Context: an optimization exercise on an open-source flow, tuned for small area, a short achievable clock period and few clock cycles per item. The choices shown serve that exercise and are no tape-out recipe.

Setup of main:
==> flow/design.v <==
module huffman(clk, reset, gray_data, gray_valid, CNT_valid, CNT1, CNT2, CNT3, CNT4, CNT5, CNT6,
    code_valid, HC1, HC2, HC3, HC4, HC5, HC6, M1, M2, M3, M4, M5, M6);
input clk;
input reset;
input gray_valid;
input [7:0] gray_data;
output reg CNT_valid;
output [7:0] CNT1, CNT2, CNT3, CNT4, CNT5, CNT6;
output reg code_valid;
output [7:0] HC1, HC2, HC3, HC4, HC5, HC6;
output [7:0] M1, M2, M3, M4, M5, M6;
reg [1:0] st;
reg in_v;
reg [2:0] in_d;
reg [6:0] w[0:5];
reg [2:0] pos[0:5];
reg [4:0] hc[0:5];
reg [4:0] m[0:5];
reg par;         
reg merged;      
reg [2:0] ncomb;
integer i;
wire idle     = (st == 2'd0);
wire counting = (st == 2'd1);
wire build    = (st == 2'd2);
reg [5:0] sel;
reg [6:0] cur;
always @* begin
	cur = 7'd0;
	for (i = 0; i < 6; i = i + 1) begin
		sel[i] = in_v && (in_d == i + 1);
		cur = cur | ({7{sel[i]}} & w[i]);
	end
end
wire [6:0] inc = cur + 7'd1;
reg [4:0] lt, swap;
always @* begin
	for (i = 0; i < 5; i = i + 1) begin
		lt[i] = (w[i] < w[i + 1]);
		swap[i] = build && lt[i] && (merged || (i[0] == par));
	end
end
wire in_order = ~|lt;
wire comb = build && in_order;
wire last = comb && (ncomb == 3'd4);
wire [6:0] sum = w[4] + w[5];
reg [2:0] np[0:5];
always @* begin
	for (i = 0; i < 6; i = i + 1) begin
		if (comb)
			np[i] = (i >= 4) ? 3'd5 : i + 1;
		else if (i < 5 && swap[i])
			np[i] = i + 1;
		else if (i > 0 && swap[i - 1])
			np[i] = i - 1;
		else
			np[i] = i;
	end
end
always @(posedge clk or posedge reset) begin
	if (reset) begin
		st <= 2'd0;
		in_v <= 1'b0;
		CNT_valid <= 1'b0;
		code_valid <= 1'b0;
	end
	else begin
		if (idle)
			st <= gray_valid ? 2'd1 : 2'd0;
		else if (counting)
			st <= gray_valid ? 2'd1 : 2'd2;
		else if (last)
			st <= 2'd0;
		in_v <= gray_valid;
		CNT_valid <= counting && !gray_valid;
		code_valid <= last;
	end
end
always @(posedge clk) begin
	in_d <= gray_data[2:0];
	if (!build) begin
		par <= 1'b0;
		merged <= 1'b0;
		ncomb <= 3'd0;
	end
	else begin
		par <= ~par;
		if (comb) begin
			merged <= 1'b1;
			ncomb <= ncomb + 3'd1;
		end
	end
end
always @(posedge clk) begin
	for (i = 0; i < 6; i = i + 1) begin
		if (idle)
			w[i] <= 7'd0;
		else if (counting) begin
			if (sel[i])
				w[i] <= inc;
		end
		else if (i > 0 && (comb ? i < 5 : swap[i - 1]))
			w[i] <= w[i - 1];
		else if (i < 5 && swap[i])
			w[i] <= w[i + 1];
		else if (comb)
			w[i] <= (i == 0) ? 7'd127 : sum;
	end
end
always @(posedge clk) begin
	for (i = 0; i < 6; i = i + 1) begin
		if (!build) begin
			pos[i] <= i;
			hc[i] <= 5'd0;
			m[i] <= 5'd0;
		end
		else begin
			pos[i] <= np[pos[i]];
			if (comb && pos[i][2]) begin
				m[i] <= {m[i][3:0], 1'b1};
				if (pos[i][0])
					hc[i] <= hc[i] | ({m[i][3:0], 1'b1} & ~m[i]);
			end
		end
	end
end
assign CNT1 = {1'b0, w[0]};
assign CNT2 = {1'b0, w[1]};
assign CNT3 = {1'b0, w[2]};
assign CNT4 = {1'b0, w[3]};
assign CNT5 = {1'b0, w[4]};
assign CNT6 = {1'b0, w[5]};
assign HC1 = {3'b0, hc[0]};
assign HC2 = {3'b0, hc[1]};
assign HC3 = {3'b0, hc[2]};
assign HC4 = {3'b0, hc[3]};
assign HC5 = {3'b0, hc[4]};
assign HC6 = {3'b0, hc[5]};
assign M1 = {3'b0, m[0]};
assign M2 = {3'b0, m[1]};
assign M3 = {3'b0, m[2]};
assign M4 = {3'b0, m[3]};
assign M5 = {3'b0, m[4]};
assign M6 = {3'b0, m[5]};
endmodule
Settings: LEC_CHECK=0, ABC_CLOCK_PERIOD_IN_PS=2000, CAP_MARGIN=20, CORE_MARGIN=2, CORE_UTILIZATION=40, SETUP_SLACK_MARGIN=4.0, SLEW_MARGIN=20; clock period 6.0 ns.
run.sh (not shown) runs the stock make flow with config.mk's settings and CLKGATE_MAP_FILE= SYNTH_SCRIPT=/design/flow/synth_recipe.tcl, a recipe that flattens the netlist after the stock synthesis.
Relative to main, the following input files were edited for the feature branch:
# main
export LEC_CHECK = 0
export ABC_CLOCK_PERIOD_IN_PS = 2000
export CAP_MARGIN = 20
export CORE_MARGIN = 2
export CORE_UTILIZATION = 40
export SETUP_SLACK_MARGIN = 4.0
export SLEW_MARGIN = 20
create_clock -name core_clock -period 6.0 [get_ports {clk}]
# the feature branch
export LEC_CHECK = 0
export ABC_CLOCK_PERIOD_IN_PS = 2500
export CAP_MARGIN = 20
export CORE_MARGIN = 2
export CORE_UTILIZATION = 40
export SETUP_SLACK_MARGIN = 3.5
export SLEW_MARGIN = 20
create_clock -name core_clock -period 6.0 [get_ports {clk}]
Findings:
Looking at the feature branch and main, the clock latency on the worst-skew pair is a wash. The feature branch vs. main: transition at the pin with the smallest max-transition slack went up by 0.31 ns. main and the feature branch ended up with roughly the same clock skew. Diff main -> the feature branch: multi-input gate share of the layout cell area now sits higher; count of plain and timing-repair buffers in the layout -98.
No run of this note included a check of the RTL's function; only the layout flow was run.

[what the ideal ports hide]
How much do the figures lean on ideal ports? The routed layouts below were timed once more, with nothing changed but the port constraints. Step 1: set_driving_cell puts a clkbuf_16 on clk and a buf_2 on each other input, an assumption about the parent block. Step 2 times the ports against the registers' clock, not the clock port: input delays grow and output delays shrink by t, the midpoint of the rising clock arrivals with the driver on. Slacks: no drivers / after step 1 / after step 2; pairs: no drivers / after step 1.
run	shift t [ns]	setup slack, ns	hold slack, ns	clock arrival spread, ns	worst slew at a driven data input, ns
main	0.478	3.080 / 3.080 / 3.080	0.471 / 0.471 / 0.471	0.011 / 0.010	0.03
the feature branch	0.468	3.028 / 3.028 / 3.028	0.455 / 0.455 / 0.455	0.010 / 0.010	0.03
After both steps every run listed still meets setup and hold.
